From an optimization exercise on the open Yosys and OpenROAD flow, aimed at a short achievable clock period and few clock cycles per item; shortcuts taken in it are not production practice.
No driver is modelled on the clock port, so clocking that relies on it looks cheaper here than on a real chip.
Power and IR drop assume default switching activity.

==> run P <==
## risc_processor
module risc_processor (
    input clk,
    input reset,
    output [7:0] imem_addr,
    input  [7:0] imem_data,
    output reg [7:0] result,   
    output reg result_valid
    );
    reg [7:0] pcn;             
    reg [7:0] ia;              
    reg [7:0] rf [0:3];
    reg [7:0] mem [0:15];
    reg        if_valid;       
    reg [3:0]  if_rsh, if_rth; 
    reg [7:0]  if_ra, if_rb;   
    reg        if_ua, if_ub;   
    reg        if_wa, if_wb;   
    reg        if_fa, if_fb;   
    reg        if_add, if_sub, if_and, if_or, if_ld, if_st;
    reg [3:0]  if_we;          
    reg [3:0]  t_p0, t_g0, t_y00, t_y10;
    reg        ex_valid;
    reg [3:0]  ex_we;          
    reg        ex_wres;        
    reg [15:0] ex_sth;         
    reg        ex_stf;         
    reg [3:0]  wb_we;          
    reg [7:0]  last;           
    reg [7:0]  fw;             
    reg [7:0]  fwn;            
    reg [3:0]  fwml, fwmu;     
    reg [3:0]  fwmln, fwmun;
    reg        wb_wres;        
    reg        wb_valid;
    reg [7:0]  p0, p1, g0, g1; 
    reg [7:0]  y00, y01;       
    reg [7:0]  y10, y11;       
    reg        cin;
    reg        ex_sfa;         
    reg [7:0]  ex_sd;          
    assign imem_addr = ia;
    wire       pcn_wrap = (pcn[3:0] == 4'h0);
    wire [7:0] pcn_next = {pcn_wrap ? pcn[7:4] - 4'd1 : pcn[7:4], pcn[3:0] - 4'd1};
    wire [3:0] f_we = if_we;
    wire f_fwa = if_fa;
    wire f_fwb = if_fb;
    wire [7:0] ra = ({8{if_wa}} & ~fwn) | ({8{if_ua}} & if_ra);
    wire [7:0] rb = ({8{if_wb}} & ~fwn) | ({8{if_ub}} & if_rb);
    function [3:0] fwd1(input [3:0] t, input fa, input fb);
        reg [3:0] u;
        begin
            u = fa ? {t[3:2], t[3:2]} : t;
            fwd1 = fb ? {u[3], u[3], u[1], u[1]} : u;
        end
    endfunction
    wire [3:0] t_p1  = fwd1(t_p0, f_fwa, f_fwb);
    wire [3:0] t_g1  = fwd1(t_g0, f_fwa, f_fwb);
    wire [3:0] t_y01 = fwd1(t_y00, f_fwa, f_fwb);
    wire [3:0] t_y11 = fwd1(t_y10, f_fwa, f_fwb);
    reg [7:0] d_p0, d_p1, d_g0, d_g1, d_y00, d_y01, d_y10, d_y11;
    integer k;
    always @* begin
        for (k = 0; k < 8; k = k + 1) begin
            d_p0[k]  = t_p0[{ra[k], rb[k]}];
  ...
clock: 4.0 ns
lec_check: 0
abc_clock_period_in_ps: 1500
cap_margin: 20
core_margin: 2
core_utilization: 40
setup_slack_margin: 2.5
slew_margin: 20
standard.sh (not shown) runs the stock make flow with config.mk's settings and CLKGATE_MAP_FILE= SYNTH_SCRIPT=/design/flow/synth_recipe.tcl, a recipe that flattens the netlist after the stock synthesis.
==> flow/flow/run.sh <==
#!/bin/bash
set -euo pipefail
W=$(pwd)
cat > "$W/own_synth.tcl" <<EOT
proc extract_fa {args} { puts "own flow: extract_fa skipped" }
proc abc {args} {
  set i [lsearch \$args -script]
  set args [lreplace \$args [expr {\$i+1}] [expr {\$i+1}] $W/flow/abc_fast.script]
  puts "own flow: abc -script [lindex \$args [expr {\$i+1}]]"
  yosys abc {*}\$args
}
source $W/synth_recipe.tcl
EOT
sed -e "s#/synth_recipe.tcl#/own_synth.tcl#" \
    -e "s#^make \(.*\) \"\${@:-finish}\"#make \1 POST_CTS_TCL=$W/flow/post_cts.tcl \"\${@:-finish}\"#" \
    standard.sh > own_standard.sh
grep -q own_synth.tcl own_standard.sh
grep -q POST_CTS_TCL own_standard.sh
bash own_standard.sh finish > flow_make.log 2>&1
test -s out/final.def
==> flow/flow/abc_fast.script <==
strash
&get -n
&st
&dch
&nf
&st
&syn2
&if -g -K 6
&synch2
&nf
&put
strash
dch -f
map -D 1
buffer -c
topo
stime -c
upsize -c
dnsize -c
==> flow/flow/post_cts.tcl <==
set block [ord::get_db_block]
set root [$block findInst clkbuf_0_clk]
if {$root == "NULL"} {
  puts "own flow: no root clock buffer clkbuf_0_clk; clock tree kept"
} else {
  set innet [[$root findITerm A] getNet]
  set onet [[$root findITerm X] getNet]
  set loads {}
  foreach it [$onet getITerms] {
    if {[$it getInst] != $root} { lappend loads $it }
  }
  if {[llength $loads] > 4 || [llength [$innet getITerms]] != 1 || [llength [$innet getBTerms]] != 1} {
    puts "own flow: root clock buffer drives [llength $loads] pins; clock tree kept"
  } else {
    foreach it $loads {
      puts "own flow: clock port now drives [[$it getInst] getName]"
      $it disconnect
      $it connect $innet
    }
    [$root findITerm A] disconnect
    [$root findITerm X] disconnect
    odb::dbInst_destroy $root
    odb::dbNet_destroy $onet
    estimate_parasitics -placement
    report_clock_latency
    repair_timing_helper
    detailed_placement
    check_placement -verbose
    estimate_parasitics -placement
    report_clock_latency
  }
}
==> run G: changes against run P <==
--- a/flow/design.v
+++ b/flow/design.v
@@ -11,54 +11,42 @@
     reg [7:0] rf [0:3];
     reg [7:0] mem [0:15];
     reg        if_valid;       
     reg [3:0]  if_rsh, if_rth; 
     reg [7:0]  if_ra, if_rb;   
-    reg        if_ua, if_ub;   
     reg        if_wa, if_wb;   
     reg        if_fa, if_fb;   
     reg        if_add, if_sub, if_and, if_or, if_ld, if_st;
     reg [3:0]  if_we;          
-    reg [3:0]  t_p0, t_g0, t_y00, t_y10;
+    reg [3:0]  t_p0, t_p1, t_g0, t_g1, t_y00, t_y01, t_y10, t_y11;
     reg        ex_valid;
     reg [3:0]  ex_we;          
     reg        ex_wres;        
     reg [15:0] ex_sth;         
     reg        ex_stf;         
     reg [3:0]  wb_we;          
     reg [7:0]  last;           
     reg [7:0]  fw;             
     reg [7:0]  fwn;            
     reg [3:0]  fwml, fwmu;     
-    reg [3:0]  fwmln, fwmun;
     reg        wb_wres;        
     reg        wb_valid;
     reg [7:0]  p0, p1, g0, g1; 
     reg [7:0]  y00, y01;       
     reg [7:0]  y10, y11;       
     reg        cin;
+    reg [15:0] ex_lah;         
     reg        ex_sfa;         
     reg [7:0]  ex_sd;          
     assign imem_addr = ia;
     wire       pcn_wrap = (pcn[3:0] == 4'h0);
     wire [7:0] pcn_next = {pcn_wrap ? pcn[7:4] - 4'd1 : pcn[7:4], pcn[3:0] - 4'd1};
     wire [3:0] f_we = if_we;
     wire f_fwa = if_fa;
     wire f_fwb = if_fb;
-    wire [7:0] ra = ({8{if_wa}} & ~fwn) | ({8{if_ua}} & if_ra);
-    wire [7:0] rb = ({8{if_wb}} & ~fwn) | ({8{if_ub}} & if_rb);
-    function [3:0] fwd1(input [3:0] t, input fa, input fb);
-        reg [3:0] u;
-        begin
-            u = fa ? {t[3:2], t[3:2]} : t;
-            fwd1 = fb ? {u[3], u[3], u[1], u[1]} : u;
-        end
-    endfunction
-    wire [3:0] t_p1  = fwd1(t_p0, f_fwa, f_fwb);
-    wire [3:0] t_g1  = fwd1(t_g0, f_fwa, f_fwb);
-    wire [3:0] t_y01 = fwd1(t_y00, f_fwa, f_fwb);
-    wire [3:0] t_y11 = fwd1(t_y10, f_fwa, f_fwb);
+    wire [7:0] ra = ({8{if_wa}} & ~fwn) | if_ra;
+    wire [7:0] rb = ({8{if_wb}} & ~fwn) | if_rb;
     reg [7:0] d_p0, d_p1, d_g0, d_g1, d_y00, d_y01, d_y10, d_y11;
     integer k;
     always @* begin
         for (k = 0; k < 8; k = k + 1) begin
             d_p0[k]  = t_p0[{ra[k], rb[k]}];
@@ -69,10 +57,11 @@
             d_y01[k] = t_y01[{ra[k], rb[k]}];
             d_y10[k] = t_y10[{ra[k], rb[k]}];
             d_y11[k] = t_y11[{ra[k], rb[k]}];
         end
     end
+    wire [15:0] rah = 16'd1 << ra[3:0];
     wire [15:0] rbh = 16'd1 << rb[3:0];
     wire [7:0] p = (fw & p1) | (~fw & p0);
     wire [7:0] g = (fw & g1) | (~fw & g0);
     wire [8:0] G0 = {g, cin};
     wire [8:0] P0 = {p, 1'b0};
@@ -80,19 +69,24 @@
     wire [8:0] P1 = P0 & {P0[7:0], 1'b0};
     wire [8:0] G2 = G1 | (P1 & {G1[6:0], 2'b0});
     wire [8:0] P2 = P1 & {P1[6:0], 2'b0};
     wire [8:0] G3 = G2 | (P2 & {G2[4:0], 4'b0});
     wire [7:0] c = G3[7:0];
+    reg  [7:0] ldn;
     integer j;
+    always @* begin
+        ldn = 8'h00;
+        for (j = 0; j < 16; j = j + 1)
+            ldn = ldn | ({8{ex_lah[j]}} & mem[j]);
+    end
     reg  [7:0] ldf;
     always @* begin
         ldf = 8'h00;
         for (j = 0; j < 16; j = j + 1)
-            ldf = ldf | ({{4{~fwmln[j % 4] & ~fwmun[j / 4]}},
-                          {4{fwml[j % 4] & fwmu[j / 4]}}} & mem[j]);
-    end
-    wire [7:0] y0 = ((fw & y01) | (~fw & y00)) | ldf;
+            ldf = ldf | ({8{fwml[j % 4] & fwmu[j / 4]}} & mem[j]);
+    end
+    wire [7:0] y0 = ((fw & y01) | (~fw & y00)) | ldn | ldf;
     wire [7:0] y1 = (fw & y11) | (~fw & y10);
     wire [7:0] res = (c & y1) | (~c & y0);
     wire [7:0] resr = wb_wres ? ~fwn : last;
     wire [15:0] fwh = 16'd1 << ~fwn[3:0];
     wire [15:0] mwe = ex_sth | ({16{ex_stf}} & fwh);
@@ -101,10 +95,12 @@
     wire [3:0] i_rth = 4'b0001 << imem_data[1:0];
     wire i_fa = |(f_we & i_rsh);
     wire i_fb = |(f_we & i_rth);
     wire i_wa = |(ex_we & i_rsh);
     wire i_wb = |(ex_we & i_rth);
+    wire [3:0] i_sa = (i_fa | i_wa) ? 4'b0000 : i_rsh;
+    wire [3:0] i_sb = (i_fb | i_wb) ? 4'b0000 : i_rth;
     wire [7:0] rf_n [0:3];
     assign rf_n[0] = wb_we[0] ? ~fwn : rf[0];
     assign rf_n[1] = wb_we[1] ? ~fwn : rf[1];
     assign rf_n[2] = wb_we[2] ? ~fwn : rf[2];
     assign rf_n[3] = wb_we[3] ? ~fwn : rf[3];
@@ -117,10 +113,17 @@
     wire i_or  = (i_op == 4'd3);
     wire [3:0] tb_p = {4{i_ar}} & ({4{i_sub}} ^ 4'b0110);             
     wire [3:0] tb_g = {4{i_ar}} & (i_sub ? 4'b0100 : 4'b1000);        
     wire [3:0] tb_y = tb_p | ({4{i_and}} & 4'b1000) | ({4{i_or}} & 4'b1110);
     wire [3:0] tb_n = {4{i_ar}} & ~tb_p;
+    function [3:0] fwd1(input [3:0] t, input fa, input fb);
+        reg [3:0] u;
+        begin
+            u = fa ? {t[3:2], t[3:2]} : t;
+            fwd1 = fb ? {u[3], u[3], u[1], u[1]} : u;
+        end
+    endfunction
     integer i;
     always @(posedge clk or posedge reset) begin
         if (reset) begin
             pcn <= 8'hff;
             ia <= 8'h00;
@@ -170,39 +173,42 @@
         if_rth <= i_rth;
         if_fa  <= i_fa;
         if_fb  <= i_fb;
         if_wa  <= i_wa & ~i_fa;
         if_wb  <= i_wb & ~i_fb;
-        if_ra  <= rf_n[imem_data[3:2]];
-        if_rb  <= rf_n[imem_data[1:0]];
-        if_ua  <= ~(i_fa | i_wa);
-        if_ub  <= ~(i_fb | i_wb);
+        if_ra  <= ({8{i_sa[0]}} & rf_n[0]) | ({8{i_sa[1]}} & rf_n[1]) |
+                  ({8{i_sa[2]}} & rf_n[2]) | ({8{i_sa[3]}} & rf_n[3]);
+        if_rb  <= ({8{i_sb[0]}} & rf_n[0]) | ({8{i_sb[1]}} & rf_n[1]) |
+                  ({8{i_sb[2]}} & rf_n[2]) | ({8{i_sb[3]}} & rf_n[3]);
         if_add <= imem_data[7:4] == 4'd0;
         if_sub <= imem_data[7:4] == 4'd1;
         if_and <= imem_data[7:4] == 4'd2;
         if_or  <= imem_data[7:4] == 4'd3;
         if_ld  <= imem_data[7:4] == 4'd4;
         if_st  <= imem_data[7:4] == 4'd5;
         fw  <= res;
         result <= resr;
         fwn  <= ~res;
-        fwml <= !if_ld ? 4'd0 : f_fwa ? (4'd1 << res[1:0]) : (4'd1 << ra[1:0]);
-        fwmu <= f_fwa ? (4'd1 << res[3:2]) : (4'd1 << ra[3:2]);
-        fwmln <= ~(!if_ld ? 4'd0 : f_fwa ? (4'd1 << res[1:0]) : (4'd1 << ra[1:0]));
-        fwmun <= ~(f_fwa ? (4'd1 << res[3:2]) : (4'd1 << ra[3:2]));
+        fwml <= (if_ld && f_fwa) ? (4'd1 << res[1:0]) : 4'd0;
+        fwmu <= 4'd1 << res[3:2];
         t_p0  <= tb_p;
+        t_p1  <= fwd1(tb_p, i_fa, i_fb);
         t_g0  <= tb_g;
+        t_g1  <= fwd1(tb_g, i_fa, i_fb);
         t_y00 <= tb_y;
+        t_y01 <= fwd1(tb_y, i_fa, i_fb);
         t_y10 <= tb_n;
+        t_y11 <= fwd1(tb_n, i_fa, i_fb);
         p0  <= d_p0;
         p1  <= d_p1;
         g0  <= d_g0;
         g1  <= d_g1;
         cin <= if_sub;
         y00 <= d_y00;
         y01 <= d_y01;
         y10 <= d_y10;
         y11 <= d_y11;
+        ex_lah <= (if_ld && !f_fwa) ? rah : 16'd0;
         ex_sfa <= f_fwa;
         ex_sd  <= ra;
     end
 endmodule
==> run notes <==
- First-iteration DRC count: run G is higher than run P (about 80%).
- In run P the via count is smaller than in run G, by 21%.
- In run G the setup slack is worse than in run P, by 100 ps.
- Sequential share of layout area: run P is higher than run G (6.4 points).
- In run P the non-clock buffer count is lower than in run G, by 118.
- Die area: run P is lower than run G (5.8%).
- Of run G and run P, run G has the higher combinational power (gap about 50%, measured against run P).
No run of this note included a check of the RTL's function; only the layout flow was run.

separate check: timing with driven ports:
Ports are ideal in the flow. The routed layouts listed here were re-timed in OpenROAD.
Step 1, drivers: a clkbuf_16 drives clk and a buf_2 each remaining input, both assumed.
Step 2 adds t to the input delays and takes it off the output delays; t is the mean of the earliest and latest rising clock arrival at the registers after step 1. Input paths then give back, and output paths get back, about the clock's delay inside the block.
a / b / c = no drivers / after step 1 / after step 2; a / b = the first two.
run	t (ns)	slack for setup (ns)	hold WS [ns]	worst slew at a driven data input, ns	cell pins on the clock port's net
run P	0.481	2.316 / 2.226 / 2.120	0.351 / 0.351 / 0.351	0.03	4
run G	0.509	2.212 / 2.183 / 1.852	0.331 / 0.331 / 0.331	0.06	4
After both steps every run listed still meets setup and hold. For run G, which loses most, drivers alone change the setup slack by -0.029 ns; drivers and shift together by -0.360 ns.
